What follows belongs to an exercise in optimizing a design on an open flow for small area; a production flow would make more cautious choices.
Function was not checked in any run shown here: the RTL went through the layout flow alone.
Power and IR drop assume default switching activity.

==> flow/design.v <==
module money(reset,CLK, M0, M1, M2, M3, M4, M5, ti , wi, ci, B1, B2, B3, C1, C2, C3, C4, rr, out, To, Wo, Co, Bo, C, so, RRo);
input reset;
input CLK;
input M0;
input M1;
input M2;
input M3;
input M4;
input M5;
input ti;
input wi;
input ci;
input B1;
input B2;
input B3;
input C1;
input C2;
input C3;
input C4;
input rr;
output reg [7:0]out;
output To;
output Wo;
output Co;
output [2:0]Bo;
output [3:0]C;
output [9:0]so;
output reg [2:0]RRo;
reg [9:0] d;
reg [9:0] z;
reg s;
reg [1:0] n;
assign {C, Bo, Co, Wo, To} = d;
assign so = z & {10{s}};
wire card = M4 | M5;
wire coin = ~card & (M0 | M1 | M2 | M3);
wire ge5  = out >= 8'd5;
wire ge7  = out >= 8'd7;
wire ge10 = out >= 8'd10;
wire ge20 = out >= 8'd20;
wire ge25 = out >= 8'd25;
wire ge30 = out >= 8'd30;
wire ge50 = out >= 8'd50;
wire [9:0] req = {C4, C3, C2, C1, B3, B2, B1, ci, wi, ti};
wire [9:0] afford = card ? 10'h3ff : {ge50, ge25, ge10, ge30, ge25, ge20, ge10, ge7, ge20, ge5};
wire open = ~(n[1] & ~n[0]);
wire [9:0] elig = req & afford;
reg [9:0] first;
reg seen;
integer i;
always @* begin
	seen = 1'b0;
	for (i = 0; i < 10; i = i + 1) begin
		first[i] = elig[i] & ~seen;
		seen = seen | elig[i];
	end
end
wire scan = ~rr & ~coin & open;
wire hit_zero = |(first & z);
wire sell = scan & seen & ~hit_zero;
reg [7:0] price;
always @* begin
	price = 8'd0;
	if (first[0] & ~z[0]) price = price | 8'd5;
	if (first[1] & ~z[1]) price = price | 8'd20;
	if (first[2] & ~z[2]) price = price | 8'd7;
	if (first[3] & ~z[3]) price = price | 8'd10;
	if (first[4] & ~z[4]) price = price | 8'd20;
	if (first[5] & ~z[5]) price = price | 8'd25;
	if (first[6] & ~z[6]) price = price | 8'd30;
	if (first[7] & ~z[7]) price = price | 8'd10;
	if (first[8] & ~z[8]) price = price | 8'd25;
	if (first[9] & ~z[9]) price = price | 8'd50;
end
reg [7:0] k;
reg [2:0] rro_n;
always @* begin
	k = 8'hff;
	rro_n = RRo;
	if (rr) begin
		if (ge20)          begin k = ~8'd20; rro_n = 3'd2; end
		else if (ge10)     begin k = ~8'd10; rro_n = 3'd1; end
		else if (ge5)      begin k = ~8'd5;  rro_n = 3'd4; end
		else if (out >= 2) begin k = ~8'd2;  rro_n = 3'd3; end
		else if (out == 1) begin k = ~8'd1;  rro_n = 3'd5; end
		else               rro_n = 3'd0;
	end else if (coin) begin
		if (M0)      k = 8'd9;
		else if (M1) k = 8'd0;
		else if (M2) k = 8'd1;
		else         k = 8'd4;
	end else if (~card & open) begin
		k = ~price;
	end
end
always @(posedge CLK) begin
	if (reset) begin
		out <= 8'd0;
		RRo <= 3'd0;
		d <= 10'd0;
		z <= 10'd0;
		s <= 1'b0;
		n <= 2'd0;
	end else begin
		out <= out + k + 8'd1;
		RRo <= rro_n;
		if (sell) begin
			d <= d | first;
			z <= z | (first & d);
			n <= {n[0], ~n[1]};
		end
		if (scan & hit_zero) s <= 1'b1;
	end
end
endmodule
==> flow/flow/run.sh <==
#!/bin/bash
# Own layout flow: the standard ORFS flow (standard.sh) with
#  - the combinational logic mapped by whichever ABC script in flow/abc/
#    gives the smallest cell area while its netlist still meets the clock
#    before layout (flip-flops are mapped by Yosys exactly as in the standard
#    synthesis, so their names and cell types are unchanged),
#  - extra settings from flow/env.sh (port buffer cell, clock tree options,
#    area recovery).
# ORFS logs each tool under orfs/logs/; make's output of each synthesis try
# goes to try_<script>.log and of the final run to flow_make.log; the
# choice is logged in choose.log.
set -euo pipefail
W=$PWD
rm -rf "$W/myscripts"
cp -r "$FLOW_HOME/scripts" "$W/myscripts"
python3 - "$W/myscripts/synth_preamble.tcl" <<'PY'
import sys
p = sys.argv[1]
s = open(p).read()
key = "# Create argument list for stat"
assert key in s
s = s.replace(key, "if { [info exists ::env(MY_ABC_SCRIPT)] } {\n  set abc_script $::env(MY_ABC_SCRIPT)\n}\n" + key, 1)
open(p, "w").write(s)
PY
export SCRIPTS_DIR="$W/myscripts"
if [[ -f "$W/flow/env.sh" ]]; then
  source "$W/flow/env.sh"
fi
RES="$W/orfs/results/$FLOW_PLATFORM/money/base"
REP="$W/orfs/reports/$FLOW_PLATFORM/money/base"
PLAT="$FLOW_HOME/platforms/$FLOW_PLATFORM"
LIB="$PLAT/lib/sky130_fd_sc_hd__tt_025C_1v80.lib"
: > "$W/choose.log"
for s in "$W"/flow/abc/*.script; do
  name=$(basename "$s" .script)
  rm -rf "$W/orfs"
  if ! MY_ABC_SCRIPT="$s" bash "$W/standard.sh" synth > "$W/try_$name.log" 2>&1; then
    echo "$name failed" >> "$W/choose.log"
    continue
  fi
  area=$(grep "Chip area" "$REP/synth_stat.txt" | awk '{print $NF}')
  cat > "$W/sta_$name.tcl" <<EOT
read_lef $PLAT/lef/sky130_fd_sc_hd.tlef
read_lef $PLAT/lef/sky130_fd_sc_hd_merged.lef
read_liberty $LIB
read_verilog $RES/1_2_yosys.v
link_design $FLOW_TOP
read_sdc $FLOW_SDC
set_driving_cell -lib_cell sky130_fd_sc_hd__buf_1 [delete_from_list [all_inputs] [get_ports CLK]]
report_worst_slack -max -digits 3
EOT
  slack=$(openroad -no_init -exit "$W/sta_$name.tcl" 2>&1 | tee "$W/sta_$name.log" | awk '/^worst slack max/ {print $4}')
  echo "$name $area $slack" >> "$W/choose.log"
done
best=$(python3 - "$W/choose.log" <<'PY'
import sys
rows = []
for line in open(sys.argv[1]):
    f = line.split()
    if len(f) == 3 and f[1] != "failed":
        try:
            rows.append((f[0], float(f[1]), float(f[2])))
        except ValueError:
            pass
ok = [r for r in rows if r[2] >= 0.0]
if ok:
    print(min(ok, key=lambda r: (r[1], r[0]))[0])
else:
    print(max(rows, key=lambda r: r[2])[0])
PY
)
echo "chosen $best" >> "$W/choose.log"
rm -rf "$W/orfs"
export MY_ABC_SCRIPT="$W/flow/abc/$best.script"
bash "$W/standard.sh" finish > "$W/flow_make.log" 2>&1
==> flow/flow/abc/u1.script <==
strash
balance
rewrite
refactor
balance
rewrite
rewrite -z
balance
refactor -z
rewrite -z
balance
dch -f
amap
==> flow/flow/env.sh <==
export BUFFER_PORTS_ARGS="-buffer_cell sky130_fd_sc_hd__buf_1"
export CTS_ARGS="-sink_clustering_enable -repair_clock_nets -dont_use_dummy_load -buf_list sky130_fd_sc_hd__clkbuf_4 -root_buf sky130_fd_sc_hd__clkbuf_4 -sink_clustering_size 20 -sink_clustering_max_diameter 100"
export RECOVER_POWER=100
==> flow/standard.sh <==
#!/bin/bash
# synth_recipe.tcl (not shown) runs the flow's synth.tcl, then flattens the netlist and writes it again
# the make line also repeats each setting of config.mk as NAME=value (left out here)
make -C /OpenROAD-flow-scripts/flow DESIGN_CONFIG=/design/flow/config.mk WORK_HOME=/design/flow/orfs CLKGATE_MAP_FILE= SYNTH_SCRIPT=/design/flow/synth_recipe.tcl "${@:-finish}"
==> flow/config.mk <==
export PLATFORM = sky130hd
export DESIGN_NAME = money
export DESIGN_NICKNAME = money
export VERILOG_FILES = /design/flow/design.v
export SDC_FILE = /design/flow/constraint.sdc
export NUM_CORES = 4
export LEC_CHECK = 0
export CAP_MARGIN = 20
export CORE_MARGIN = 2
export CORE_UTILIZATION = 40
export GPL_TIMING_DRIVEN = 0
export SLEW_MARGIN = 20
==> flow/constraint.sdc <==
create_clock -name core_clock -period 5.0 [get_ports {CLK}]
set_input_delay 1.0000 -clock core_clock [delete_from_list [all_inputs] [get_ports {CLK}]]
set_output_delay 1.0000 -clock core_clock [all_outputs]
set_load 0.01 [all_outputs]
==> flow_metrics.py, run 1 <==
metrics = {
    "final_layout": {
        "fill_cells": 466,
        "area_growth_syn_to_layout_pct": 23.02,
        "diodes": 0,
        "finalNetCount": 351,
        "drive_gt1_share_pct": 9.317,
        "final_common_cell": "nor2_1",
        "final_cell_mix": "nor2_1 (52), buf_1 (47), dfxtp_1 (34), clkinv_1 (33), a21oi_1 (30)",
        "instances_no_fill": 374,
    },
    "global_routing": {
        "track_usage_pct": 19.77,
        "grt_pass1_wl_um": 7969,
        "grt_max_degree": 33,
        "grt-ovfl-total": 0,
        "antenna_found_initial": 0,
        "grt_pass1_vias": 1741,
    },
    "sta": {
        "max_freq_ghz": 0.2109,
        "fin_ws_ps": 257.5,
        "finClkSkew_ps": 26.33,
        "setup_violations": 0,
        "slew_headroom_pct": 25.56,
        "drv_slew": 0,
        "fin_crit_ps": 4742,
        "tns_ps": 0,
        "period_share_pct": 94.85,
        "max_slew.worst_pin.slew_ps": 1110,
        "finalHoldViolCount": 0,
    },
    "cts": {
        "ctsHtreeMaxLevel": 2,
        "cts_buffer_depth": 2,
        "cts_buffers": 5,
        "cts.reportedPaths.clkPinSlew_ps": 80,
        "cts_tree": "yes",
        "cts_root_buffer": "clkbuf_4",
        "clock_latency_ps": 340,
        "hold_buffers": 0,
        "clkSinkCount": 34,
    },
    "detailed_routing": {
        "first_pass_iters": 4,
        "num_vias": 1968,
        "avgRoutedWirePerCell_um": 13.22,
        "drcViolationCount": 0,
        "wirelength_um": 4944,
        "drtIter0Drc": 114,
        "ant_nets": 0,
        "vias_per_cell": 5.262,
    },
    "logic_synthesis": {
        "synth_area_per_cell_um2": 7.116,
        "syn-num-nets": 289,
        "synthTopCellsByArea": "dfxtp_1 (37%), nor2_1 (11%), a21oi_1 (8.1%), clkinv_1 (7.0%), o21ai_0 (5.6%)",
        "ys_ff_latch": 34,
        "yosysWarningCount": 1,
        "netlist-cell-type-count": 31,
        "yosysTopAreaCellShare_pct": 36.51,
        "yosysTopAreaCell": "dfxtp_1",
        "syn_area_um2": 1864,
        "seq_area_frac_synth_pct": 36.51,
        "postSynthCellCount": 262,
    },
    "floorplan": {
        "initial_core_util_pct": 42.23,
        "die-area_um2": 5223,
        "die_x_um": 72.27,
        "ios": 50,
        "die_h_um": 72.27,
        "core_um2": 4414,
        "rows": 24,
    },
    "critical_path": {
        "path_class": "primary input to flop",
        "required_ps": 5250,
        "critPathCaptureType": "flop",
        "max_stage_delay_ps": 400,
        "cp_num_buf_inv": 2,
        "cpMaxStageDelayCell": "or3_1",
        "startpoint_type": "primary input",
        "cpMostUsedCell": "nor2_1",
        "cp.arrival_ps": 4990,
        "crit_family": "simple AND/OR/NAND/NOR gates",
        "crit_fanout": 6,
    },
    "power_and_ir_drop": {
        "power_leakage_uw": 0.0007580,
        "peakVddDrop_mv": 0.3030,
        "cellPowerDensity_nw_per_um2": 419.4,
        "totalPowerFinal_uw": 961.9,
    },
    "placed_design": {
        "routabilityCongestion": 0.9026,
        "port_buffers": 49,
        "dpl_worst_slack_ps": -745.9,
        "hpwl_um": 3753,
        "dp_cells": 364,
    },
    "job": {
        "max_cap_viol_count": 0,
    },
    "min_path": {
        "hp-class": "flop to flop",
    },
    "outcome": {
        "outcome": "complete, no violations",
    },
}
flip-flops by register name, indices dropped and copies added (netlist names):
| register | flops |
|---|---|
| d | 10 |
| RRo | 3 |
| n | 2 |
| s | 1 |
| out | 8 |
| z | 10 |
worst paths after layout:
kind	start	endpoint	slack, ps	cells past startpoint
max	M5	out[7]	260	26
min	n[1]	n[0]	470	1
max reg2reg	out[7]	out[7]	340	28
min reg2reg	n[1]	n[0]	470	1
per-stage QoR:
step | util, % | hold WS, ps | instance area [um^2]
floorplan | - | 429.6 | 1864
global placement | 47.87 | 446.6 | 2113
detailed placement | 48.53 | 452.3 | 2142
CTS | 50.91 | 464.2 | 2247
global route | 51.96 | 505.1 | 2293
finish | 51.96 | 465.6 | 2293
cell usage after synthesis (all sizes together):
| cell type | n |
|---|---|
| nor3b | 1 |
| nor3 | 16 |
| o211ai | 1 |
| nand4 | 2 |
| or2 | 4 |
| o311a | 1 |
| fa | 1 |
| nor2 | 57 |
| nand3 | 9 |
| a31oi | 6 |
| a222oi | 1 |
| a22oi | 1 |
| o21a | 5 |
| xor2 | 1 |
| o21ai | 21 |
| dfxtp | 34 |
| o221ai | 1 |
| a2111oi | 2 |
| o311ai | 1 |
| or3 | 1 |
| nor2b | 9 |
| o22ai | 1 |
| a221oi | 1 |
| a21oi | 30 |
| a211oi | 3 |
| ha | 7 |
| clkinv | 35 |
| o31ai | 1 |
| nand2b | 1 |
| nor4 | 3 |
| nand2 | 5 |
layout make-up:
cell class	count	area, um^2	area share (%)
multi-input combinational	193	1140	49.70
sequential	34	680.7	29.68
timing repair buffer	55	237.7	10.37
inverter	35	132.6	5.783
tap	52	65.06	2.837
clock buffer	5	37.54	1.637
kinds of logic (layout without fill, tap and decap cells):
family / Yosys count / after routing / synth area share (%)
AO/OA/AOI/OAI: 76 / 76 / 23.89
XOR/XNOR: 1 / 1 / 0.4699
adder cells (fa/ha/maj): 8 / 8 / 5.772
buffers and inverters: 35 / 95 / 7.047
flip-flops: 34 / 34 / 36.51
AND/OR/NAND/NOR: 108 / 108 / 26.31
metal layers:
layer  GRT usage, %  vias to the layer above  wire length [um]
li1               -                     1041                 -
met1          27.23                      878              2495
met2          29.87                       42              2162
met3          5.556                        7               220
met4          6.499                        0                65
met5              0                        -                 0
power by group:
part	total (uW)	internal [uW]	switching, uW
Clock	137	47.0	89.6
Combinational	472	177	295
Sequential	353	310	42.7
repair_timing:
item,in CTS,in global routing
endpoints found under the setup margin,2,2
pin swaps,1,2
buffers inserted,3,2
resized for setup,11,17
==> run 2, diff against run 1 <==
==> flow/flow/env.sh (replaced) <==
export BUFFER_PORTS_ARGS="-buffer_cell sky130_fd_sc_hd__buf_1"
export CTS_ARGS="-sink_clustering_enable -repair_clock_nets -dont_use_dummy_load -buf_list sky130_fd_sc_hd__clkbuf_4 -root_buf sky130_fd_sc_hd__clkbuf_4 -sink_clustering_size 20 -sink_clustering_max_diameter 100"
export RECOVER_POWER=100
export SKIP_CTS_REPAIR_TIMING=1
==> flow_metrics.py, run 2 <==
metrics = {
    "placed_design": {
        "hpwl_um": 3753,
        "routabilityCongestion": 0.9026,
        "place_area_um2": 2142,
        "port_buffers": 49,
    },
    "critical_path": {
        "crit_fanout": 10,
        "max_stage_delay_ps": 420,
        "required_ps": 5250,
        "crit_chain": "buf_1, nor2_2, inv_2, or3_1, o21ai_1, nand3_1, nor3_4, inv_2, nor4_4, nor2_1, o311a_1, ha_1, a21oi_1, nor2_1, nor2_1, nor2_1, o21a_1, nor2_1, nor2_1, o21a_1, nor2_1, xor2_1, o21ai_0, a21oi_1",
        "cp.arrival_ps": 5000,
        "critPathCaptureType": "flop",
        "cpMaxStageDelayCell": "o21ai_1",
        "startpoint_type": "primary input",
        "cpMostUsedCell": "nor2_1",
        "path_class": "primary input to flop",
    },
    "global_routing": {
        "grt_max_degree": 33,
        "grt_pass1_vias": 1715,
        "antenna_found_initial": 0,
        "track_usage_pct": 19.59,
        "grt-ovfl-total": 0,
        "grt_pass1_wl_um": 7886,
    },
    "floorplan": {
        "core_um2": 4414,
        "rows": 24,
        "die_h_um": 72.27,
        "die-area_um2": 5223,
        "ios": 50,
        "initial_core_util_pct": 42.23,
        "die_x_um": 72.27,
    },
    "min_path": {
        "hp-class": "flop to flop",
    },
    "final_layout": {
        "fill_cells": 462,
        "reg_top3": "d: 10 flops, z: 10 flops, out: 8 flops",
        "area_growth_syn_to_layout_pct": 23.69,
        "multi_input_area_um2": 1184,
        "final_cell_mix": "nor2_1 (53), buf_1 (47), dfxtp_1 (34), clkinv_1 (32), a21oi_1 (30)",
        "final_common_cell": "nor2_1",
        "regArea_um2": 680.7,
        "finalNetCount": 347,
        "drive_gt1_share_pct": 9.119,
        "stdcell_area_um2": 2306,
        "diodes": 0,
        "utilization_pct": 52.24,
    },
    "detailed_routing": {
        "drcViolationCount": 0,
        "ant_nets": 0,
        "avgRoutedWirePerCell_um": 13.52,
        "vias_per_cell": 5.219,
        "drtIter0Drc": 122,
        "num_vias": 1931,
        "first_pass_iters": 4,
        "wirelength_um": 5003,
    },
    "logic_synthesis": {
        "ys.flop_type": "dfxtp_1",
        "synth_edf_count": 0,
        "synth.most_common_cell": "nor2_1",
        "yosysWarningCount": 1,
        "syn_area_um2": 1864,
        "postSynth.asyncResetShare_pct": 0,
        "postSynthCellCount": 262,
        "seq_area_frac_synth_pct": 36.51,
        "synth_common_cells": "nor2_1 (57), clkinv_1 (35), dfxtp_1 (34)",
        "syn-num-nets": 289,
        "netlist-cell-type-count": 31,
        "ys_ff_latch": 34,
        "yosysTopAreaCellShare_pct": 36.51,
        "synth_area_per_cell_um2": 7.116,
        "synthTopCellsByArea": "dfxtp_1 (37%), nor2_1 (11%), a21oi_1 (8.1%), clkinv_1 (7.0%), o21ai_0 (5.6%)",
        "yosysTopAreaCell": "dfxtp_1",
    },
    "cts": {
        "cts_buffers": 5,
        "cts_root_buffer": "clkbuf_4",
        "cts_buffer_depth": 2,
        "clkSinkCount": 34,
        "cts_tree": "yes",
        "ctsHtreeMaxLevel": 2,
        "cts.reportedPaths.clkPinSlew_ps": 80,
        "clock_latency_ps": 350,
    },
    "outcome": {
        "outcome": "complete, no violations",
    },
    "sta": {
        "hold_ws_ps": 465.7,
        "tns_ps": 0,
        "fin_crit_ps": 4743,
        "max_slew.worst_pin.slew_ps": 1132,
        "slew_headroom_pct": 23.55,
        "max_freq_ghz": 0.2108,
        "period_share_pct": 94.86,
        "finalHoldViolCount": 0,
        "setup_violations": 0,
        "drv_slew": 0,
        "finClkSkew_ps": 25.77,
    },
    "power_and_ir_drop": {
        "peakVddDrop_mv": 0.3157,
        "cellPowerDensity_nw_per_um2": 427.4,
        "power_leakage_uw": 0.0007446,
    },
    "job": {
        "max_cap_viol_count": 0,
    },
}
[run 2: cell counts after synthesis]
Identical to the previous run, type by type.
[run 2: logic make-up (layout without fill, tap and decap cells)]
group           after synthesis  count (layout)  share of synthesized area (%)
compound gates               76              76                          23.89
xor+xnor                      1               1                         0.4699
fa+ha+maj                     8               8                          5.772
buf+inv                      35              91                          7.047
flops                        34              34                          36.51
simple gates                108             108                          26.31
[run 2: worst paths after layout]
check / start / to / slack, ps / depth (start not counted)
setup / recovery: M5 / out[7] / 260 / 24
hold / removal: n[1] / n[0] / 470 / 1
setup reg to reg: out[7] / out[7] / 410 / 28
hold reg to reg: n[1] / n[0] / 470 / 1
[run 2: where the power goes]
part	internal (uW)	leakage [uW]	switching [uW]	total, uW
Clock	47.0	0.0000230	91.0	138
Sequential	310	0.000278	48.4	359
Combinational	182	0.000444	307	489
Total	540	0.000745	446	986
[run 2: layer usage]
metal	track usage, %	part of all wire [%]
met1	27.55	51
met2	28.85	44
met3	5.139	4.2
met4	7.128	1.4
met5	0	0
[run 2: final cells by class]
class / count / area share [%]
Clock buffer: 5 / 1.628
Inverter: 35 / 5.697
Multi-Input combinational cell: 193 / 51.33
Sequential cell: 34 / 29.52
Tap cell: 52 / 2.821
Timing Repair Buffer: 51 / 9.007
[run 2: per-stage QoR]
step                instances  setup slack, ps  power, uW
finish                    370            256.9      985.6
global placement          363           -824.7      782.4
floorplan                 262            236.9      672.9
global route              370           -11.69       1069
CTS                       369           -488.8      930.9
detailed placement        364           -745.9      793.3
[run 2: critical path, delay by kind of cell]
kind	cells	cell delay, ps
xor gates and xnor gates	1	200
AOI/OAI and AO/OA	7	1330
and+or+nand+nor	12	1870
adders and majority gates	1	290
buffers and inverters	3	290
==> run 3, diff against run 2 <==
--- a/flow/flow/env.sh
+++ b/flow/flow/env.sh
@@ -3,2 +3,3 @@
 export RECOVER_POWER=100
 export SKIP_CTS_REPAIR_TIMING=1
+export SKIP_INCREMENTAL_REPAIR=1
==> flow_metrics.py, run 3 <==
metrics = {
    "critical_path": {
        "startpoint_type": "flop",
        "cpMostUsedCell": "nor2_1",
        "cp_num_buf_inv": 2,
        "cpMaxStageDelayCell": "o21ai_0",
        "worst_r2r_path_depth": 28,
        "reg2reg_from": "out[7]",
        "r2r-end": "out[7]",
        "required_ps": 5250,
        "critPathCaptureType": "flop",
        "path_class": "flop to flop",
        "cp.arrival_ps": 5880,
        "r2r_setup_slack_ps": -640,
        "max_stage_delay_ps": 460,
        "crit_cells": 28,
        "crit_family": "simple AND/OR/NAND/NOR gates",
        "crit_fanout": 5,
    },
    "outcome": {
        "outcome": "finished with violations",
        "so.violations": "setup timing",
    },
    "cts": {
        "cts.reportedPaths.clkPinSlew_ps": 80,
        "ctsHtreeMaxLevel": 2,
        "cts_tree": "yes",
        "cts_root_buffer": "clkbuf_4",
        "cts_buffers": 5,
        "clkSinkCount": 34,
        "clock_latency_ps": 340,
        "cts_buffer_depth": 2,
    },
    "min_path": {
        "hp-class": "flop to flop",
        "hold_path_end": "n[0]",
        "hold_start": "n[1]",
        "whs_path_depth": 1,
    },
    "sta": {
        "setup_violations": 3,
        "fin_ws_ps": -638.4,
        "slew_headroom_pct": 43.02,
        "period_share_pct": 112.8,
        "finClkSkew_ps": 27.83,
        "fin_crit_ps": 5638,
        "drv_slew": 0,
        "tns_ps": -898.8,
        "max_slew.worst_pin.slew_ps": 844.0,
        "finalHoldViolCount": 0,
        "max_freq_ghz": 0.1774,
    },
    "floorplan": {
        "initial_core_util_pct": 42.23,
        "die_x_um": 72.27,
        "rows": 24,
        "die-area_um2": 5223,
        "ios": 50,
        "core_um2": 4414,
        "die_h_um": 72.27,
    },
    "final_layout": {
        "stdcell_area_um2": 2168,
        "final_common_cell": "nor2_1",
        "utilization_pct": 49.12,
        "drive_gt1_share_pct": 2.208,
        "final_cell_mix": "nor2_1 (57), buf_1 (47), clkinv_1 (35), dfxtp_1 (34), a21oi_1 (30)",
        "finalNetCount": 346,
        "reg_top3": "d: 10 flops, z: 10 flops, out: 8 flops",
        "diodes": 0,
        "area_growth_syn_to_layout_pct": 16.31,
    },
    "logic_synthesis": {
        "syn_area_um2": 1864,
        "yosysWarningCount": 1,
        "postSynth.asyncResetShare_pct": 0,
        "yosysTopAreaCell": "dfxtp_1",
        "postSynthCellCount": 262,
        "synth.most_common_cell": "nor2_1",
        "synth_area_per_cell_um2": 7.116,
        "seq_area_frac_synth_pct": 36.51,
        "synth_edf_count": 0,
        "ys.flop_type": "dfxtp_1",
        "netlist-cell-type-count": 31,
        "synthTopCellsByArea": "dfxtp_1 (37%), nor2_1 (11%), a21oi_1 (8.1%), clkinv_1 (7.0%), o21ai_0 (5.6%)",
        "yosysTopAreaCellShare_pct": 36.51,
        "syn-num-nets": 289,
        "synth_common_cells": "nor2_1 (57), clkinv_1 (35), dfxtp_1 (34)",
        "ys_ff_latch": 34,
    },
    "detailed_routing": {
        "avgRoutedWirePerCell_um": 13.20,
        "first_pass_iters": 5,
        "vias_per_cell": 5.285,
        "ant_nets": 0,
        "wirelength_um": 4870,
        "num_vias": 1950,
        "drcViolationCount": 0,
        "drtIter0Drc": 133,
    },
    "global_routing": {
        "grt-ovfl-total": 0,
        "grt_pass1_wl_um": 7886,
        "antenna_found_initial": 0,
        "track_usage_pct": 19.59,
        "grt_pass1_vias": 1715,
        "grt_max_degree": 33,
    },
    "placed_design": {
        "port_buffers": 49,
        "routabilityCongestion": 0.9026,
        "dpl_worst_slack_ps": -745.9,
        "hpwl_um": 3753,
        "place_area_um2": 2142,
    },
    "power_and_ir_drop": {
        "peakVddDrop_mv": 0.2916,
        "power_leakage_uw": 0.0007111,
        "cellPowerDensity_nw_per_um2": 425.8,
    },
    "job": {
        "max_cap_viol_count": 0,
    },
}
-- run 3: cell count changes in the layout (fill, tap and decap cells not counted), sizes merged --
| cell | previous run | this run |
|---|---|---|
| buf | 50 | 48 |
| clkinv | 32 | 35 |
| clkbuf | 6 | 7 |
| inv | 3 | 0 |
-- run 3: worst max path at each step --
stage / end / from
2_1_floorplan: out[7] / M5
3_3_place_gp: z[4] / M5
3_5_place_dp: out[7] / M5
4_1_cts: out[7] / out[7]
5_1_grt: out[7] / out[7]
6_report: out[7] / out[7]
-- run 3: through the flow --
stage | hold WS, ps | std cells | power [uW]
5_1_grt | 505.1 | 369 | 1009
6_report | 465.1 | 369 | 923.3
4_1_cts | 464.2 | 369 | 930.9
3_3_place_gp | 446.6 | 363 | 782.4
2_1_floorplan | 429.6 | 262 | 672.9
3_5_place_dp | 452.3 | 364 | 793.3
-- run 3: cell type report --
| type | count | area (um^2) |
|---|---|---|
| Fill cell | 488 | 2246 |
| Multi-Input combinational cell | 193 | 1065 |
| Sequential cell | 34 | 680.7 |
| Timing Repair Buffer | 50 | 188.9 |
| Inverter | 35 | 131.4 |
| Tap cell | 52 | 65.06 |
| Clock buffer | 5 | 37.54 |
-- run 3: logic make-up after synthesis --
| kind of cell | after synthesis | synth area share (%) |
|---|---|---|
| AO/OA/AOI/OAI | 76 | 23.89 |
| XOR/XNOR | 1 | 0.4699 |
| adder cells (fa/ha/maj) | 8 | 5.772 |
| buffers and inverters | 35 | 7.047 |
| flip-flops | 34 | 36.51 |
| AND/OR/NAND/NOR | 108 | 26.31 |
-- run 3: report_power, final --
part	internal, uW	leakage, uW	total (uW)	switching, uW
Clock	47.0	0.0000230	135	87.9
Sequential	310	0.000278	350	39.7
Combinational	161	0.000411	438	278
-- run 3: worst reg2reg max path: cells and delay by family, from the launching register on --
family / cells / cell delay, ps
flip-flops: 1 / 340
AND/OR/NAND/NOR: 17 / 3040
AO/OA/AOI/OAI: 7 / 1380
XOR/XNOR: 1 / 200
adder cells (fa/ha/maj): 1 / 290
buffers and inverters: 2 / 310
-- run 3: layer usage --
layer	track usage, %	vias up	part of all wire [%]
li1	-	1028	-
met1	27.55	856	50
met2	28.85	56	42
met3	5.139	10	5.2
met4	7.128	0	2.1
met5	0	-	0
==> run 4, diff against run 3 <==
==> flow/flow/abc/s3.script (new file) <==
strash
balance
rewrite
refactor
balance
rewrite
rewrite -z
balance
refactor -z
rewrite -z
balance
dch
map -a
==> flow/flow/env.sh (replaced) <==
export BUFFER_PORTS_ARGS="-buffer_cell sky130_fd_sc_hd__buf_1"
export CTS_ARGS="-sink_clustering_enable -repair_clock_nets -dont_use_dummy_load -buf_list sky130_fd_sc_hd__clkbuf_4 -root_buf sky130_fd_sc_hd__clkbuf_4 -sink_clustering_size 20 -sink_clustering_max_diameter 100"
export RECOVER_POWER=100
removed: flow/flow/abc/u1.script
==> flow_metrics.py, run 4 <==
metrics = {
    "outcome": {
        "outcome": "complete, no violations",
    },
    "cts": {
        "cts_tree": "yes",
        "clock_latency_ps": 340,
        "cts.reportedPaths.clkPinSlew_ps": 110,
        "cts_buffer_depth": 2,
        "cts_root_buffer": "clkbuf_4",
        "cts_buffers": 5,
        "ctsHtreeMaxLevel": 2,
        "hold_buffers": 0,
        "clkSinkCount": 34,
    },
    "critical_path": {
        "cpMaxStageDelayCell": "ha_1",
        "cp-endpoint": "out[7]",
        "crit_fanout": 6,
        "worst_r2r_path_depth": 31,
        "max_stage_delay_ps": 290,
        "path_class": "primary input to flop",
        "required_ps": 5270,
        "critPathCaptureType": "flop",
        "startpoint_type": "primary input",
        "r2r_setup_slack_ps": 530,
        "reg2reg_from": "out[6]",
        "r2r-end": "out[7]",
        "cp.arrival_ps": 4750,
        "critPathLaunch": "M5",
        "cpMostUsedCell": "nand2_1",
    },
    "logic_synthesis": {
        "synth.most_common_cell": "nor2_1",
        "synth_edf_count": 0,
        "yosysTopAreaCellShare_pct": 36.03,
        "synth_common_cells": "nor2_1 (51), clkinv_1 (45), a21oi_1 (43)",
        "netlist-cell-type-count": 23,
        "ys_ff_latch": 34,
        "ys.flop_type": "dfxtp_1",
        "syn_area_um2": 1889,
        "postSynthCellCount": 285,
        "seq_area_frac_synth_pct": 36.03,
        "synth_area_per_cell_um2": 6.629,
        "yosysTopAreaCell": "dfxtp_1",
        "yosysWarningCount": 1,
        "syn-num-nets": 312,
        "postSynth.asyncResetShare_pct": 0,
        "synthTopCellsByArea": "dfxtp_1 (36%), a21oi_1 (11%), nor2_1 (10%), clkinv_1 (8.9%), nand2_1 (7.7%)",
    },
    "sta": {
        "finalHoldViolCount": 0,
        "tns_ps": 0,
        "fin_crit_ps": 4477,
        "rsz0062_at_grt": "false",
        "setup_violations": 0,
        "max_slew.worst_pin.slew_ps": 1100,
        "slew_headroom_pct": 26.68,
        "drv_slew": 0,
        "max_freq_ghz": 0.2234,
        "period_share_pct": 89.53,
        "finClkSkew_ps": 21.52,
    },
    "floorplan": {
        "die_h_um": 72.73,
        "die_x_um": 72.73,
        "rows": 25,
        "ios": 50,
        "initial_core_util_pct": 40.81,
        "die-area_um2": 5289,
        "core_um2": 4629,
    },
    "detailed_routing": {
        "drtIter0Drc": 51,
        "drcViolationCount": 0,
        "avgRoutedWirePerCell_um": 12.31,
        "wirelength_um": 4876,
        "num_vias": 2017,
        "vias_per_cell": 5.093,
        "first_pass_iters": 6,
        "ant_nets": 0,
    },
    "final_layout": {
        "reg_top3": "d: 10 flops, z: 10 flops, out: 8 flops",
        "area_growth_syn_to_layout_pct": 19.54,
        "final_cell_mix": "nor2_1 (47), buf_1 (47), clkinv_1 (43), a21oi_1 (40), nand2_1 (39)",
        "fill_cells": 534,
        "drive_gt1_share_pct": 7.602,
        "finalNetCount": 371,
        "multi_input_area_um2": 1096,
        "diodes": 0,
        "regArea_um2": 681.9,
    },
    "global_routing": {
        "antenna_found_initial": 0,
        "grt_pass1_wl_um": 8093,
        "grt_max_degree": 26,
        "grt_pass1_vias": 1801,
        "grt-ovfl-total": 0,
        "track_usage_pct": 19.83,
    },
    "power_and_ir_drop": {
        "power_leakage_uw": 0.0008200,
        "totalPowerFinal_uw": 945.6,
        "peakVddDrop_mv": 0.2441,
        "cellPowerDensity_nw_per_um2": 418.7,
    },
    "job": {
        "max_cap_viol_count": 0,
    },
    "min_path": {
        "hp-class": "flop to flop",
    },
    "placed_design": {
        "routabilityCongestion": 0.8863,
        "port_buffers": 49,
        "hpwl_um": 3751,
    },
}
run 4: cell types whose count changed after synthesis, sizes merged, moves of 8 or more:
| cell | before | now |
|---|---|---|
| a21oi | 30 | 43 |
| clkinv | 35 | 45 |
| nand2 | 5 | 39 |
| nand3 | 9 | 17 |
| nor2b | 9 | 0 |
| nor3 | 16 | 3 |
run 4: kinds of logic after synthesis:
logic type | Yosys count | synth area share [%]
and+or+nand+nor | 116 | 25.36
AOI/OAI and AO/OA | 81 | 23.51
buffers and inverters | 45 | 8.940
DFF | 34 | 36.03
adders and majority gates | 8 | 5.695
xor gates and xnor gates | 1 | 0.4637
run 4: metrics by stage:
step	std cells	area (um^2)	hold slack [ps]	util (%)	worst slack, ps
finish	396	2258	464.3	48.78	523.5
global route	396	2258	505.7	48.78	29.62
CTS	393	2185	468.7	47.19	32.42
detailed placement	388	2141	452.9	46.24	-380.0
global placement	388	2141	449.3	46.24	-376.2
floorplan	285	1889	432.9	-	473.8
run 4: routing by layer:
layer	vias to the layer above	routed length (um)	track usage (%)
met5	-	0	0
met4	0	80	7.613
met3	8	212	4.834
met2	44	2207	30.81
met1	890	2376	26.58
li1	1075	-	-
run 4: power breakdown:
part           total [uW]  switching, uW  internal, uW
Sequential            371           60.4           311
Clock                 138           90.7          47.0
Combinational         437            270           166
Total                 946            421           524
run 4: worst max-delay path: cells and delay by family:
family,cells,cell delay (ps)
adder cells (fa/ha/maj),1,290
buffers and inverters,3,300
AO/OA/AOI/OAI,9,1250
XOR/XNOR,1,190
AND/OR/NAND/NOR,16,1710
run 4: layout make-up:
class | count | area share [%]
multi-input combinational | 206 | 48.53
inverter | 45 | 7.479
timing repair buffer | 52 | 9.141
tap | 54 | 2.992
clock buffer | 5 | 1.662
sequential | 34 | 30.19
run 4: timing repair:
action | 4_1_cts | 5_1_grt
endpoints found under the setup margin | 2 | 4
pin swaps | 0 | 4
gates resized for setup | 3 | 16
buffers inserted | 0 | 3
hold endpoints to repair | 0 | 0
run 4: worst min-delay path by stage:
stage	slack (ps)	cells after the start	end	from
floorplan	430	2	z[0]	z[0]
global placement	450	2	z[0]	z[0]
detailed placement	450	2	z[0]	z[0]
CTS	470	2	z[0]	z[0]
global route	510	2	z[0]	z[0]
finish	460	2	z[0]	z[0]
==> run 5, diff against run 4 <==
==> flow/flow/env.sh (replaced) <==
export BUFFER_PORTS_ARGS="-buffer_cell sky130_fd_sc_hd__buf_1"
export CTS_ARGS="-sink_clustering_enable -repair_clock_nets -dont_use_dummy_load -buf_list sky130_fd_sc_hd__clkbuf_4 -root_buf sky130_fd_sc_hd__clkbuf_4 -sink_clustering_size 20 -sink_clustering_max_diameter 100"
export RECOVER_POWER=100
export SKIP_CTS_REPAIR_TIMING=1
==> flow_metrics.py, run 5 <==
metrics = {
    "critical_path": {
        "cpMostUsedCell": "nand2_1",
        "path_class": "primary input to flop",
        "worst_r2r_path_depth": 31,
        "startpoint_type": "primary input",
        "crit_cells": 30,
        "cp_num_buf_inv": 3,
        "cp.arrival_ps": 4750,
        "reg2reg_from": "out[6]",
        "critPathCaptureType": "flop",
        "cpMaxStageDelayCell": "ha_1",
        "r2r-end": "out[7]",
        "r2r_setup_slack_ps": 530,
        "crit_family": "simple AND/OR/NAND/NOR gates",
        "max_stage_delay_ps": 290,
        "critPathLaunch": "M5",
        "crit_fanout": 6,
        "required_ps": 5270,
    },
    "global_routing": {
        "grt_pass1_wl_um": 8066,
        "grt_max_degree": 26,
        "track_usage_pct": 19.78,
        "antenna_found_initial": 0,
        "grt-ovfl-total": 0,
        "grt_pass1_vias": 1799,
    },
    "power_and_ir_drop": {
        "cellPowerDensity_nw_per_um2": 418.7,
        "peakVddDrop_mv": 0.2441,
        "power_leakage_uw": 0.0008200,
    },
    "floorplan": {
        "rows": 25,
        "initial_core_util_pct": 40.81,
        "die_x_um": 72.73,
        "die_h_um": 72.73,
        "ios": 50,
        "die-area_um2": 5289,
        "core_um2": 4629,
    },
    "placed_design": {
        "dpl_worst_slack_ps": -380.0,
        "dp_cells": 388,
        "port_buffers": 49,
        "hpwl_um": 3751,
        "routabilityCongestion": 0.8863,
    },
    "final_layout": {
        "final_cell_mix": "nor2_1 (47), buf_1 (47), clkinv_1 (43), a21oi_1 (40), nand2_1 (39)",
        "reg_top3": "d: 10 flops, z: 10 flops, out: 8 flops",
        "diodes": 0,
        "drive_gt1_share_pct": 7.602,
        "finalNetCount": 371,
        "area_growth_syn_to_layout_pct": 19.54,
        "instances_no_fill": 396,
    },
    "detailed_routing": {
        "drtIter0Drc": 51,
        "drcViolationCount": 0,
        "vias_per_cell": 5.093,
        "avgRoutedWirePerCell_um": 12.31,
        "first_pass_iters": 6,
        "num_vias": 2017,
        "ant_nets": 0,
        "wirelength_um": 4876,
    },
    "logic_synthesis": {
        "postSynthCellCount": 285,
        "netlist-cell-type-count": 23,
        "ys_ff_latch": 34,
        "synth.most_common_cell": "nor2_1",
        "synth_area_per_cell_um2": 6.629,
        "yosysTopAreaCell": "dfxtp_1",
        "syn-num-nets": 312,
        "yosysTopAreaCellShare_pct": 36.03,
        "postSynth.asyncResetShare_pct": 0,
        "synth_edf_count": 0,
        "synthTopCellsByArea": "dfxtp_1 (36%), a21oi_1 (11%), nor2_1 (10%), clkinv_1 (8.9%), nand2_1 (7.7%)",
        "synth_common_cells": "nor2_1 (51), clkinv_1 (45), a21oi_1 (43)",
        "seq_area_frac_synth_pct": 36.03,
        "yosysWarningCount": 1,
        "ys.flop_type": "dfxtp_1",
        "syn_area_um2": 1889,
    },
    "cts": {
        "clkSinkCount": 34,
        "cts_buffers": 5,
        "clock_latency_ps": 340,
        "cts_buffer_depth": 2,
        "ctsHtreeMaxLevel": 2,
        "cts_root_buffer": "clkbuf_4",
        "cts_tree": "yes",
        "cts.reportedPaths.clkPinSlew_ps": 110,
    },
    "min_path": {
        "whs_path_depth": 2,
        "hold_path_end": "z[0]",
        "hp-class": "flop to flop",
        "hold_start": "z[0]",
    },
    "outcome": {
        "outcome": "complete, no violations",
    },
    "sta": {
        "max_freq_ghz": 0.2234,
        "fin_crit_ps": 4477,
        "drv_slew": 0,
        "fin_ws_ps": 523.5,
        "finalHoldViolCount": 0,
        "slew_headroom_pct": 26.68,
        "period_share_pct": 89.53,
        "tns_ps": 0,
        "setup_violations": 0,
        "finClkSkew_ps": 21.52,
        "rsz0062_at_grt": "false",
        "max_slew.worst_pin.slew_ps": 1100,
        "hold_ws_ps": 464.3,
    },
    "job": {
        "max_cap_viol_count": 0,
    },
}
[run 5: area by class of cell]
type                            count  area [um^2]
Tap cell                           54        67.56
Inverter                           45        168.9
Clock buffer                        5        37.54
Sequential cell                    34        681.9
Timing Repair Buffer               52        206.4
Fill cell                         534         2371
Multi-Input combinational cell    206         1096
[run 5: worst reg2reg max path: cells and delay by family (launching register included)]
kind            cells  cell delay [ps]
simple gates       15             1670
compound gates     11             1590
flops               1              380
fa+ha+maj           1              290
buf+inv             3              260
xor+xnor            1              190
[run 5: how the worst max path moves through the flow]
stage,slack (ps),to
2_1_floorplan,470,out[6]
3_3_place_gp,-380,out[6]
3_5_place_dp,-380,out[6]
4_1_cts,-170,out[6]
5_1_grt,30,out[6]
6_report,520,out[7]
[run 5: cell families after synthesis]
logic type / Yosys count / share of synthesized area, %
xor+xnor: 1 / 0.4637
flops: 34 / 36.03
fa+ha+maj: 8 / 5.695
buf+inv: 45 / 8.940
compound gates: 81 / 23.51
simple gates: 116 / 25.36
[run 5: report_power, final]
group	internal, uW	total (uW)	switching (uW)
Clock	47.0	138	90.7
Combinational	166	437	270
Sequential	311	371	60.4
Total	524	946	421
[run 5: metal layers]
metal	track usage (%)	routed length [um]	up-vias
met5	0	0	-
met4	7.613	80	0
met3	4.834	212	8
met2	30.81	2207	44
met1	26.41	2376	890
li1	-	-	1075
[run 5: through the flow]
step                      total power (uW)  instance area, um^2  utilization (%)
after floorplan                      660.1                 1889                -
after global placement               760.9                 2141            46.24
after detailed placement             767.8                 2141            46.24
after CTS                            908.3                 2178            47.05
after global routing                  1039                 2258            48.78
final                                945.6                 2258            48.78
==> run 6, diff against run 5 <==
--- a/flow/flow/env.sh
+++ b/flow/flow/env.sh
@@ -3,2 +3,3 @@
 export RECOVER_POWER=100
 export SKIP_CTS_REPAIR_TIMING=1
+export SKIP_INCREMENTAL_REPAIR=1
==> flow_metrics.py, run 6 <==
metrics = {
    "final_layout": {
        "finalNetCount": 368,
        "final_common_cell": "nor2_1",
        "reg_top3": "d: 10 flops, z: 10 flops, out: 8 flops",
        "area_growth_syn_to_layout_pct": 15.30,
        "drive_gt1_share_pct": 2.655,
        "final_cell_mix": "nor2_1 (51), buf_1 (48), clkinv_1 (45), a21oi_1 (43), nand2_1 (39)",
        "diodes": 0,
    },
    "logic_synthesis": {
        "yosysTopAreaCell": "dfxtp_1",
        "synth_common_cells": "nor2_1 (51), clkinv_1 (45), a21oi_1 (43)",
        "syn_area_um2": 1889,
        "synthTopCellsByArea": "dfxtp_1 (36%), a21oi_1 (11%), nor2_1 (10%), clkinv_1 (8.9%), nand2_1 (7.7%)",
        "netlist-cell-type-count": 23,
        "yosysWarningCount": 1,
        "seq_area_frac_synth_pct": 36.03,
        "synth_edf_count": 0,
        "synth_area_per_cell_um2": 6.629,
        "syn-num-nets": 312,
        "postSynth.asyncResetShare_pct": 0,
        "yosysTopAreaCellShare_pct": 36.03,
        "synth.most_common_cell": "nor2_1",
        "ys_ff_latch": 34,
        "ys.flop_type": "dfxtp_1",
        "postSynthCellCount": 285,
    },
    "cts": {
        "clkSinkCount": 34,
        "cts_tree": "yes",
        "cts_root_buffer": "clkbuf_4",
        "ctsHtreeMaxLevel": 2,
        "cts_buffers": 5,
        "cts.reportedPaths.clkPinSlew_ps": 110,
        "cts_buffer_depth": 2,
        "clock_latency_ps": 350,
    },
    "critical_path": {
        "critPathCaptureType": "flop",
        "cpMostUsedCell": "nor2_1",
        "cpMaxStageDelayCell": "nor4_1",
        "max_stage_delay_ps": 410,
        "required_ps": 5270,
        "path_class": "flop to flop",
        "crit_fanout": 5,
        "startpoint_type": "flop",
        "cp.arrival_ps": 5390,
    },
    "detailed_routing": {
        "first_pass_iters": 6,
        "wirelength_um": 4835,
        "ant_nets": 0,
        "drcViolationCount": 0,
        "vias_per_cell": 5.074,
        "drtIter0Drc": 61,
        "num_vias": 1994,
        "avgRoutedWirePerCell_um": 12.30,
    },
    "global_routing": {
        "grt_pass1_wl_um": 8066,
        "grt-ovfl-total": 0,
        "antenna_found_initial": 0,
        "track_usage_pct": 19.78,
        "grt_pass1_vias": 1799,
        "grt_max_degree": 26,
    },
    "sta": {
        "tns_ps": -246.1,
        "drv_slew": 0,
        "period_share_pct": 102.5,
        "finClkSkew_ps": 20.51,
        "finalHoldViolCount": 0,
        "fin_ws_ps": -123.3,
        "slew_headroom_pct": 26.01,
        "fin_crit_ps": 5123,
        "max_slew.worst_pin.slew_ps": 1110,
        "setup_violations": 2,
        "max_freq_ghz": 0.1952,
    },
    "outcome": {
        "outcome": "finished with violations",
        "so.violations": "setup timing",
    },
    "power_and_ir_drop": {
        "power_leakage_uw": 0.0007939,
        "peakVddDrop_mv": 0.2364,
        "totalPowerFinal_uw": 901.3,
        "cellPowerDensity_nw_per_um2": 413.8,
    },
    "placed_design": {
        "hpwl_um": 3751,
        "routabilityCongestion": 0.8863,
        "port_buffers": 49,
    },
    "job": {
        "max_cap_viol_count": 0,
    },
    "floorplan": {
        "initial_core_util_pct": 40.81,
        "die_x_um": 72.73,
        "die_h_um": 72.73,
        "core_um2": 4629,
        "die-area_um2": 5289,
        "ios": 50,
        "rows": 25,
    },
    "min_path": {
        "hp-class": "flop to flop",
    },
}
## run 6: cell counts after synthesis
No cell type changed its count.
## run 6: cells by family after synthesis
kind of cell	after synthesis	synth area share [%]
AO/OA/AOI/OAI	81	23.51
flip-flops	34	36.03
buffers and inverters	45	8.940
AND/OR/NAND/NOR	116	25.36
adder cells (fa/ha/maj)	8	5.695
XOR/XNOR	1	0.4637
## run 6: stage by stage
step	setup slack [ps]	hold WS, ps	area, um^2	utilization [%]	instances
floorplan	473.8	432.9	1889	-	285
global placement	-376.2	449.3	2141	46.24	388
detailed placement	-380.0	452.9	2141	46.24	388
CTS	-170.6	468.7	2178	47.05	393
global route	-1082	506.0	2178	47.05	393
finish	-123.3	464.3	2178	47.05	393
## run 6: worst paths after layout
check	startpoint	to	slack, ps	depth (start not counted)
max	out[7]	out[6]	-120	30
min	z[0]	z[0]	460	2
min reg2reg	z[0]	z[0]	460	2
max reg2reg	out[7]	out[6]	-120	30
## run 6: worst max-delay path: cells and delay by family (launching register included)
family | cells | cell delay [ps]
adder cells (fa/ha/maj) | 2 | 550
AND/OR/NAND/NOR | 14 | 1830
AO/OA/AOI/OAI | 9 | 1830
flip-flops | 1 | 360
buffers and inverters | 5 | 510
## run 6: layer usage
layer	global-route usage, %	routed length (um)
met5	0	0
met4	7.613	76
met3	4.834	232
met2	30.81	2149
met1	26.41	2376
## run 6: area by class of cell
cell class	count	area [um^2]
inverters	45	168.9
repair buffers	49	183.9
fillers	533	2451
clock buffers	5	37.54
well taps	54	67.56
flip-flops and latches	34	680.7
multi-input cells	206	1040
## run 6: power breakdown
| part | switching (uW) | leakage, uW | internal (uW) | total [uW] |
|---|---|---|---|---|
| clock | 90.6 | 0.0000230 | 47.0 | 138 |
| combinational | 256 | 0.000493 | 146 | 402 |
| sequential | 51.4 | 0.000278 | 310 | 361 |
| total | 398 | 0.000794 | 503 | 901 |
==> run 7, diff against run 6 <==
==> flow/flow/env.sh (replaced) <==
export BUFFER_PORTS_ARGS="-buffer_cell sky130_fd_sc_hd__buf_1"
export CTS_ARGS="-sink_clustering_enable -repair_clock_nets -dont_use_dummy_load -buf_list sky130_fd_sc_hd__clkbuf_4 -root_buf sky130_fd_sc_hd__clkbuf_4 -sink_clustering_size 20 -sink_clustering_max_diameter 100"
export RECOVER_POWER=100
--- a/flow/config.mk
+++ b/flow/config.mk
@@ -8,5 +8,5 @@
 export CAP_MARGIN = 20
 export CORE_MARGIN = 2
-export CORE_UTILIZATION = 40
+export CORE_UTILIZATION = 60
 export GPL_TIMING_DRIVEN = 0
 export SLEW_MARGIN = 20
==> flow_metrics.py, run 7 <==
metrics = {
    "sta": {
        "finalHoldViolCount": 0,
        "fin_ws_ps": 600.6,
        "fin_crit_ps": 4399,
        "drv_slew": 0,
        "max_slew.worst_pin.slew_ps": 1109,
        "period_share_pct": 87.99,
        "max_freq_ghz": 0.2273,
        "slew_headroom_pct": 26.05,
        "finClkSkew_ps": 9.429,
        "setup_violations": 0,
    },
    "floorplan": {
        "ios": 50,
        "initial_core_util_pct": 62.40,
        "die_x_um": 60.12,
        "die-area_um2": 3614,
        "die_h_um": 60.12,
        "rows": 20,
        "core_um2": 3028,
    },
    "detailed_routing": {
        "vias_per_cell": 5.288,
        "avgRoutedWirePerCell_um": 12.19,
        "first_pass_iters": 4,
        "drcViolationCount": 0,
        "ant_nets": 0,
        "wirelength_um": 4693,
        "num_vias": 2036,
        "drtIter0Drc": 173,
    },
    "min_path": {
        "hp-class": "flop to flop",
        "hold_start": "n[0]",
    },
    "final_layout": {
        "finalNetCount": 370,
        "reg_top3": "d: 10 flops, z: 10 flops, out: 8 flops",
        "diodes": 0,
        "utilization_pct": 74.09,
        "area_growth_syn_to_layout_pct": 18.74,
        "stdcell_area_um2": 2243,
        "drive_gt1_share_pct": 7.331,
        "final_cell_mix": "nor2_1 (47), buf_1 (47), clkinv_1 (44), a21oi_1 (40), nand2_1 (39)",
    },
    "cts": {
        "clock_latency_ps": 340,
        "cts.reportedPaths.clkPinSlew_ps": 100,
        "cts_buffer_depth": 2,
        "hold_buffers": 0,
        "cts_tree": "yes",
        "ctsHtreeMaxLevel": 2,
        "cts_buffers": 5,
        "clkSinkCount": 34,
        "cts_root_buffer": "clkbuf_4",
    },
    "logic_synthesis": {
        "yosysTopAreaCellShare_pct": 36.03,
        "yosysWarningCount": 1,
        "postSynthCellCount": 285,
        "netlist-cell-type-count": 23,
        "yosysTopAreaCell": "dfxtp_1",
        "synthTopCellsByArea": "dfxtp_1 (36%), a21oi_1 (11%), nor2_1 (10%), clkinv_1 (8.9%), nand2_1 (7.7%)",
        "synth.most_common_cell": "nor2_1",
        "synth_area_per_cell_um2": 6.629,
        "synth_edf_count": 0,
        "syn-num-nets": 312,
        "ys_ff_latch": 34,
        "synth_common_cells": "nor2_1 (51), clkinv_1 (45), a21oi_1 (43)",
        "syn_area_um2": 1889,
        "seq_area_frac_synth_pct": 36.03,
        "ys.flop_type": "dfxtp_1",
        "postSynth.asyncResetShare_pct": 0,
    },
    "job": {
        "max_cap_viol_count": 0,
    },
    "placed_design": {
        "routabilityCongestion": 0.8775,
        "port_buffers": 49,
        "hpwl_um": 3514,
        "place_area_um2": 2128,
        "dpl_worst_slack_ps": -395.6,
    },
    "global_routing": {
        "grt_pass1_vias": 1785,
        "grt_pass1_wl_um": 7769,
        "antenna_found_initial": 0,
        "track_usage_pct": 28.49,
        "grt-ovfl-total": 0,
        "grt_max_degree": 26,
    },
    "power_and_ir_drop": {
        "peakVddDrop_mv": 0.3619,
        "cellPowerDensity_nw_per_um2": 417.9,
        "power_leakage_uw": 0.0008117,
    },
    "critical_path": {
        "critPathLaunch": "out[7]",
        "crit_fanout": 5,
        "reg2reg_from": "out[7]",
        "startpoint_type": "flop",
        "cpMostUsedCell": "clkinv_1",
        "required_ps": 5270,
        "cp.arrival_ps": 4670,
        "path_class": "flop to flop",
        "cpMaxStageDelayCell": "fa_1",
        "max_stage_delay_ps": 380,
        "critPathCaptureType": "flop",
    },
    "outcome": {
        "outcome": "complete, no violations",
    },
}
run 7: cells by family (layout without fill, tap and decap cells):
group	after synthesis	count (layout)	share of synthesized area, %
simple gates	116	116	25.36
fa+ha+maj	8	8	5.695
compound gates	81	81	23.51
flops	34	34	36.03
xor+xnor	1	1	0.4637
buf+inv	45	101	8.940
run 7: final cells by class:
cell class	instances	area, um^2
clock buffers	5	37.54
fillers	271	784.5
multi-input cells	206	1100
flip-flops and latches	34	683.2
well taps	44	55.05
inverters	45	168.9
repair buffers	51	198.9
run 7: worst max-delay path: cells and delay by family, from the launching register on:
family | cells | cell delay, ps
and+or+nand+nor | 14 | 1640
AOI/OAI and AO/OA | 9 | 1280
adders and majority gates | 2 | 540
buffers and inverters | 5 | 500
DFF | 1 | 370
run 7: routing by layer:
layer | share of wire (%) | routed length (um) | up-vias | global-route usage [%]
met1 | 48 | 2266 | 895 | 39.47
met2 | 45 | 2095 | 65 | 43.94
met4 | 0.79 | 37 | 0 | 6.984
met3 | 6.3 | 294 | 4 | 7.576
met5 | 0 | 0 | - | 0
li1 | - | - | 1072 | -
run 7: repair_timing:
| item | in CTS | in global routing |
|---|---|---|
| setup endpoints to repair | 2 | 4 |
| buffers inserted | 0 | 2 |
| resized for setup | 1 | 19 |
| pin swaps | 0 | 3 |
run 7: report_power, final:
| part | switching, uW | internal, uW |
|---|---|---|
| Sequential | 59.7 | 312 |
| Combinational | 269 | 164 |
| Clock | 85.9 | 46.9 |
run 7: final timing paths:
| check | to | slack, ps | depth (start not counted) |
|---|---|---|---|
| worst max register to register | out[6] | 600 | 30 |
| worst min-delay path | n[1] | 470 | 2 |
| worst max-delay path | out[6] | 600 | 30 |
| worst min register to register | n[1] | 470 | 2 |
run 7: metrics by stage:
stage          setup TNS [ps]  cells  power, uW  hold WS [ps]
3_3_place_gp           -566.6    378      753.7         453.7
6_report                    0    385      937.6         469.2
5_1_grt                -51.83    385       1037         485.9
4_1_cts                     0    383      895.7         468.6
2_1_floorplan               0    285      660.1         432.9
3_5_place_dp           -795.2    378      765.1         459.9
==> run 8, diff against run 7 <==
--- a/flow/config.mk
+++ b/flow/config.mk
@@ -8,5 +8,6 @@
 export CAP_MARGIN = 20
 export CORE_MARGIN = 2
-export CORE_UTILIZATION = 60
+export CORE_UTILIZATION = 40
 export GPL_TIMING_DRIVEN = 0
+export SETUP_SLACK_MARGIN = -0.3
 export SLEW_MARGIN = 20
==> flow_metrics.py, run 8 <==
metrics = {
    "floorplan": {
        "core_um2": 4629,
        "die_x_um": 72.73,
        "die_h_um": 72.73,
        "die-area_um2": 5289,
        "initial_core_util_pct": 40.81,
        "ios": 50,
        "rows": 25,
    },
    "global_routing": {
        "grt_max_degree": 26,
        "grt_pass1_wl_um": 8066,
        "grt_pass1_vias": 1799,
        "antenna_found_initial": 0,
        "track_usage_pct": 19.78,
        "grt-ovfl-total": 0,
    },
    "logic_synthesis": {
        "synth.most_common_cell": "nor2_1",
        "ys_ff_latch": 34,
        "yosysTopAreaCell": "dfxtp_1",
        "postSynthCellCount": 285,
        "seq_area_frac_synth_pct": 36.03,
        "synth_area_per_cell_um2": 6.629,
        "synthTopCellsByArea": "dfxtp_1 (36%), a21oi_1 (11%), nor2_1 (10%), clkinv_1 (8.9%), nand2_1 (7.7%)",
        "yosysWarningCount": 1,
        "postSynth.asyncResetShare_pct": 0,
        "synth_common_cells": "nor2_1 (51), clkinv_1 (45), a21oi_1 (43)",
        "ys.flop_type": "dfxtp_1",
        "yosysTopAreaCellShare_pct": 36.03,
        "netlist-cell-type-count": 23,
        "synth_edf_count": 0,
        "syn_area_um2": 1889,
        "syn-num-nets": 312,
    },
    "min_path": {
        "hp-class": "flop to flop",
    },
    "critical_path": {
        "path_class": "primary input to flop",
        "cpMostUsedCell": "nand2_1",
        "startpoint_type": "primary input",
        "cp.arrival_ps": 4970,
        "cpMaxStageDelayCell": "ha_1",
        "required_ps": 5270,
        "critPathCaptureType": "flop",
        "crit_family": "simple AND/OR/NAND/NOR gates",
        "max_stage_delay_ps": 290,
        "crit_fanout": 6,
        "cp_num_buf_inv": 3,
    },
    "cts": {
        "ctsHtreeMaxLevel": 2,
        "cts.reportedPaths.clkPinSlew_ps": 110,
        "clock_latency_ps": 340,
        "cts_root_buffer": "clkbuf_4",
        "cts_buffer_depth": 2,
        "cts_buffers": 5,
        "clkSinkCount": 34,
        "cts_tree": "yes",
    },
    "placed_design": {
        "hpwl_um": 3751,
        "dpl_worst_slack_ps": -380.0,
        "port_buffers": 49,
        "routabilityCongestion": 0.8863,
        "dp_cells": 388,
        "place_area_um2": 2141,
    },
    "final_layout": {
        "stdcell_area_um2": 2222,
        "instances_no_fill": 394,
        "final_cell_mix": "nor2_1 (49), buf_1 (47), clkinv_1 (45), a21oi_1 (41), nand2_1 (39)",
        "diodes": 0,
        "reg_top3": "d: 10 flops, z: 10 flops, out: 8 flops",
        "drive_gt1_share_pct": 5.294,
        "area_growth_syn_to_layout_pct": 17.62,
        "finalNetCount": 369,
        "final_common_cell": "nor2_1",
    },
    "power_and_ir_drop": {
        "p_int_uw": 510.7,
        "p_sw_uw": 409.0,
        "combPwrFrac_pct": 44.9,
        "p_seq_share_pct": 40.1,
        "p_sw_share_pct": 44.47,
        "power.share.clock_pct": 15.0,
        "power_leakage_uw": 0.0008078,
        "peakVddDrop_mv": 0.2388,
        "cellPowerDensity_nw_per_um2": 413.9,
    },
    "detailed_routing": {
        "vias_per_cell": 5.041,
        "avgRoutedWirePerCell_um": 12.35,
        "wirelength_um": 4866,
        "num_vias": 1986,
        "drcViolationCount": 0,
        "ant_nets": 0,
        "drtIter0Drc": 74,
        "first_pass_iters": 6,
    },
    "job": {
        "max_cap_viol_count": 0,
    },
    "sta": {
        "setup_violations": 0,
        "max_slew.worst_pin.slew_ps": 631.6,
        "finClkSkew_ps": 18.87,
        "fin_crit_ps": 4700,
        "period_share_pct": 94.00,
        "fin_ws_ps": 299.9,
        "drv_slew": 0,
        "slew_headroom_pct": 57.63,
        "finalHoldViolCount": 0,
        "tns_ps": 0,
        "max_freq_ghz": 0.2128,
    },
    "outcome": {
        "outcome": "complete, no violations",
    },
}
-- run 8: cells by family after synthesis --
| family | after synthesis | synth area share [%] |
|---|---|---|
| fa+ha+maj | 8 | 5.695 |
| flops | 34 | 36.03 |
| xor+xnor | 1 | 0.4637 |
| compound gates | 81 | 23.51 |
| simple gates | 116 | 25.36 |
| buf+inv | 45 | 8.940 |
-- run 8: worst reg2reg max path: cells and delay by family, from the launching register on --
| kind | cells | cell delay [ps] |
|---|---|---|
| flip-flops | 1 | 380 |
| buffers and inverters | 3 | 300 |
| XOR/XNOR | 1 | 190 |
| AO/OA/AOI/OAI | 11 | 1610 |
| adder cells (fa/ha/maj) | 1 | 290 |
| AND/OR/NAND/NOR | 15 | 1780 |
-- run 8: what timing repair did --
item / CTS / global route
buffers inserted: 0 / 1
hold endpoints to repair: 0 / 0
resized for setup: 0 / 10
endpoints found under the setup margin: 0 / 4
hold buffers: 0 / 0
-- run 8: worst paths after layout --
path,start,endpoint,slack [ps],cells past startpoint
hold reg to reg,z[0],z[0],460,2
hold / removal,z[0],z[0],460,2
setup / recovery,M5,out[7],300,30
setup reg to reg,out[7],out[7],380,31
-- run 8: layout make-up --
class / instances / area [um^2]
clock buffers: 5 / 37.54
fillers: 532 / 2407
inverters: 45 / 168.9
multi-input cells: 206 / 1075
flip-flops and latches: 34 / 680.7
well taps: 54 / 67.56
repair buffers: 50 / 192.7
-- run 8: layer usage --
layer  track usage, %  share of wire (%)
met1            26.41                 50
met2            30.81                 44
met3            4.834                4.4
met4            7.613                1.6
met5                0                  0
-- run 8: power by group through the flow --
stage                     combinational (uW)  clock, uW  sequential, uW
after floorplan                          287          0             373
after global placement                   395          0             366
after detailed placement                 400          0             367
after CTS                                404        143             361
after global routing                     484        154             379
final                                    413        138             369
-- run 8: stage by stage --
step / hold WS, ps / power, uW / util (%)
CTS: 468.7 / 908.3 / 47.05
detailed placement: 452.9 / 767.8 / 46.24
global placement: 449.3 / 760.9 / 46.24
finish: 463.2 / 919.7 / 48.00
floorplan: 432.9 / 660.1 / -
global route: 506.0 / 1016 / 48.00
==> run 9, diff against run 8 <==
==> flow/flow/env.sh (replaced) <==
export BUFFER_PORTS_ARGS="-buffer_cell sky130_fd_sc_hd__buf_1"
export CTS_ARGS="-dont_use_dummy_load -buf_list sky130_fd_sc_hd__clkbuf_8 -root_buf sky130_fd_sc_hd__clkbuf_8"
export RECOVER_POWER=100
--- a/flow/config.mk
+++ b/flow/config.mk
@@ -10,4 +10,3 @@
 export CORE_UTILIZATION = 40
 export GPL_TIMING_DRIVEN = 0
-export SETUP_SLACK_MARGIN = -0.3
 export SLEW_MARGIN = 20
==> flow_metrics.py, run 9 <==
metrics = {
    "outcome": {
        "outcome": "complete, no violations",
    },
    "global_routing": {
        "track_usage_pct": 19.95,
        "grt_max_degree": 26,
        "grt_pass1_vias": 1815,
        "antenna_found_initial": 0,
        "grt_pass1_wl_um": 8142,
        "grt-ovfl-total": 0,
    },
    "power_and_ir_drop": {
        "power_leakage_uw": 0.0008329,
        "cellPowerDensity_nw_per_um2": 433.6,
        "peakVddDrop_mv": 0.2420,
    },
    "detailed_routing": {
        "ant_nets": 0,
        "wirelength_um": 4879,
        "first_pass_iters": 6,
        "vias_per_cell": 5.104,
        "drtIter0Drc": 74,
        "num_vias": 2021,
        "drcViolationCount": 0,
        "avgRoutedWirePerCell_um": 12.32,
    },
    "critical_path": {
        "startpoint_type": "primary input",
        "cp_num_buf_inv": 3,
        "cpMaxStageDelayCell": "ha_1",
        "critPathCaptureType": "flop",
        "max_stage_delay_ps": 290,
        "r2r_setup_slack_ps": 520,
        "required_ps": 5220,
        "crit_fanout": 6,
        "cp.arrival_ps": 4760,
        "path_class": "primary input to flop",
        "crit_family": "simple AND/OR/NAND/NOR gates",
        "cpMostUsedCell": "nand2_1",
    },
    "logic_synthesis": {
        "syn_area_um2": 1889,
        "seq_area_frac_synth_pct": 36.03,
        "netlist-cell-type-count": 23,
        "synth_common_cells": "nor2_1 (51), clkinv_1 (45), a21oi_1 (43)",
        "postSynth.asyncResetShare_pct": 0,
        "synth_edf_count": 0,
        "yosysTopAreaCell": "dfxtp_1",
        "syn-num-nets": 312,
        "synth.most_common_cell": "nor2_1",
        "yosysWarningCount": 1,
        "ys_ff_latch": 34,
        "ys.flop_type": "dfxtp_1",
        "postSynthCellCount": 285,
        "yosysTopAreaCellShare_pct": 36.03,
        "synthTopCellsByArea": "dfxtp_1 (36%), a21oi_1 (11%), nor2_1 (10%), clkinv_1 (8.9%), nand2_1 (7.7%)",
        "synth_area_per_cell_um2": 6.629,
    },
    "cts": {
        "cts_buffers": 5,
        "clock_latency_ps": 290,
        "clkSinkCount": 34,
        "cts_root_buffer": "clkbuf_8",
        "ctsHtreeMaxLevel": 2,
        "cts_tree": "yes",
        "hold_buffers": 0,
        "cts_buffer_depth": 2,
        "cts.reportedPaths.clkPinSlew_ps": 70,
    },
    "sta": {
        "setup_violations": 0,
        "drv_slew": 0,
        "finalHoldViolCount": 0,
        "max_freq_ghz": 0.2198,
        "finClkSkew_ps": 13.14,
        "period_share_pct": 90.98,
        "max_slew.worst_pin.slew_ps": 1108,
        "fin_crit_ps": 4549,
        "hold_ws_ps": 458.8,
        "rsz0062_at_grt": "false",
        "slew_headroom_pct": 26.16,
        "tns_ps": 0,
    },
    "placed_design": {
        "port_buffers": 49,
        "routabilityCongestion": 0.8863,
        "hpwl_um": 3751,
    },
    "final_layout": {
        "drive_gt1_share_pct": 7.602,
        "area_growth_syn_to_layout_pct": 21.19,
        "diodes": 0,
        "finalNetCount": 371,
        "reg_top3": "d: 10 flops, z: 10 flops, out: 8 flops",
        "final_cell_mix": "nor2_1 (47), buf_1 (47), clkinv_1 (43), a21oi_1 (40), nand2_1 (39)",
        "utilization_pct": 49.46,
    },
    "floorplan": {
        "die-area_um2": 5289,
        "initial_core_util_pct": 40.81,
        "ios": 50,
        "die_h_um": 72.73,
        "rows": 25,
        "die_x_um": 72.73,
        "core_um2": 4629,
    },
    "min_path": {
        "hp-class": "flop to flop",
    },
    "job": {
        "max_cap_viol_count": 0,
    },
}
[run 9: cell types whose count changed in the layout (fill, tap and decap cells not counted), moves of 2 or more]
cell / delta
nor2_1: -2
buf_4: +2
nor2_2: +2
clkbuf_4: -5
clkbuf_8: +5
inv_2: +2
clkinv_1: -2
[run 9: cells by family (layout without fill, tap and decap cells)]
kind of cell | count (synthesis) | after routing | share of synthesized area [%]
simple gates | 116 | 116 | 25.36
compound gates | 81 | 81 | 23.51
buf+inv | 45 | 102 | 8.940
flops | 34 | 34 | 36.03
fa+ha+maj | 8 | 8 | 5.695
xor+xnor | 1 | 1 | 0.4637
[run 9: layout make-up]
| cell class | count | area, um^2 |
|---|---|---|
| clock buffers | 5 | 68.82 |
| inverters | 45 | 168.9 |
| repair buffers | 52 | 206.4 |
| multi-input cells | 206 | 1096 |
| well taps | 54 | 67.56 |
| fillers | 531 | 2340 |
| flip-flops and latches | 34 | 681.9 |
[run 9: what timing repair did]
| item | CTS | global route |
|---|---|---|
| endpoints found under the setup margin | 2 | 4 |
| pin swaps | 0 | 4 |
| gates resized for setup | 4 | 14 |
| setup buffers | 0 | 3 |
[run 9: worst reg2reg max path, delay by kind of cell (launching register included)]
kind	cells	cell delay, ps
buffers and inverters	3	270
AND/OR/NAND/NOR	15	1680
flip-flops	1	370
adder cells (fa/ha/maj)	1	300
XOR/XNOR	1	190
AO/OA/AOI/OAI	11	1600
[run 9: power breakdown]
group / internal, uW / switching [uW] / leakage, uW
clock network: 89.8 / 95.6 / 0.0000359
logic: 166 / 270 / 0.000519
registers: 311 / 59.9 / 0.000278
[run 9: per-layer routing]
layer  vias up  GRT usage, %  part of all wire [%]
met2        46         30.91                    45
met4         0         8.230                   1.6
li1       1076             -                     -
met5         -             0                     0
met3         8         4.420                   5.2
met1       891         26.84                    49
[run 9: metrics by stage]
stage / setup slack [ps] / instances / power (uW) / area (um^2)
4_1_cts: 40.37 / 393 / 960.7 / 2218
5_1_grt: 31.64 / 396 / 1086 / 2290
2_1_floorplan: 473.8 / 285 / 660.1 / 1889
6_report: 451.2 / 396 / 992.8 / 2290
3_3_place_gp: -376.2 / 388 / 760.9 / 2141
3_5_place_dp: -380.0 / 388 / 767.8 / 2141
[run 9: path summary, 6_finish.rpt]
check	startpoint	end	cells past startpoint
worst min-delay path	z[0]	z[0]	2
worst min register to register	z[0]	z[0]	2
worst max register to register	out[6]	out[7]	31
worst max-delay path	M5	out[7]	30

[re-timing with driven ports]
How much do the figures lean on ideal ports? The routed layouts below were timed once more, with nothing changed but the port constraints.
Step 1: set_driving_cell puts a clkbuf_16 on CLK and a buf_2 on each other input, an assumption about the parent block.
Step 2, shift: input delay + t, output delay - t, t = (earliest + latest rising clock arrival at the registers) / 2. This alone moves slack from input paths to output paths.
a / b / c = ideal ports / drivers / drivers and shift; a / b = the first two.
| run | t (ns) | setup WS [ns] |
|---|---|---|
| run 1 | 0.356 | 0.258 / 0.264 / -0.092 |
| run 2 | 0.359 | 0.257 / 0.263 / -0.096 |
| run 3 | 0.353 | -0.638 / -0.638 / -0.954 |
| run 4 | 0.355 | 0.523 / 0.525 / 0.169 |
| run 5 | 0.355 | 0.523 / 0.525 / 0.169 |
| run 6 | 0.359 | -0.123 / -0.123 / -0.401 |
| run 7 | 0.357 | 0.601 / 0.601 / 0.305 |
| run 8 | 0.358 | 0.300 / 0.301 / -0.058 |
| run 9 | 0.308 | 0.451 / 0.455 / 0.147 |
With both steps, setup timing fails in run 1, run 2 and run 8, where it was met with ideal ports.
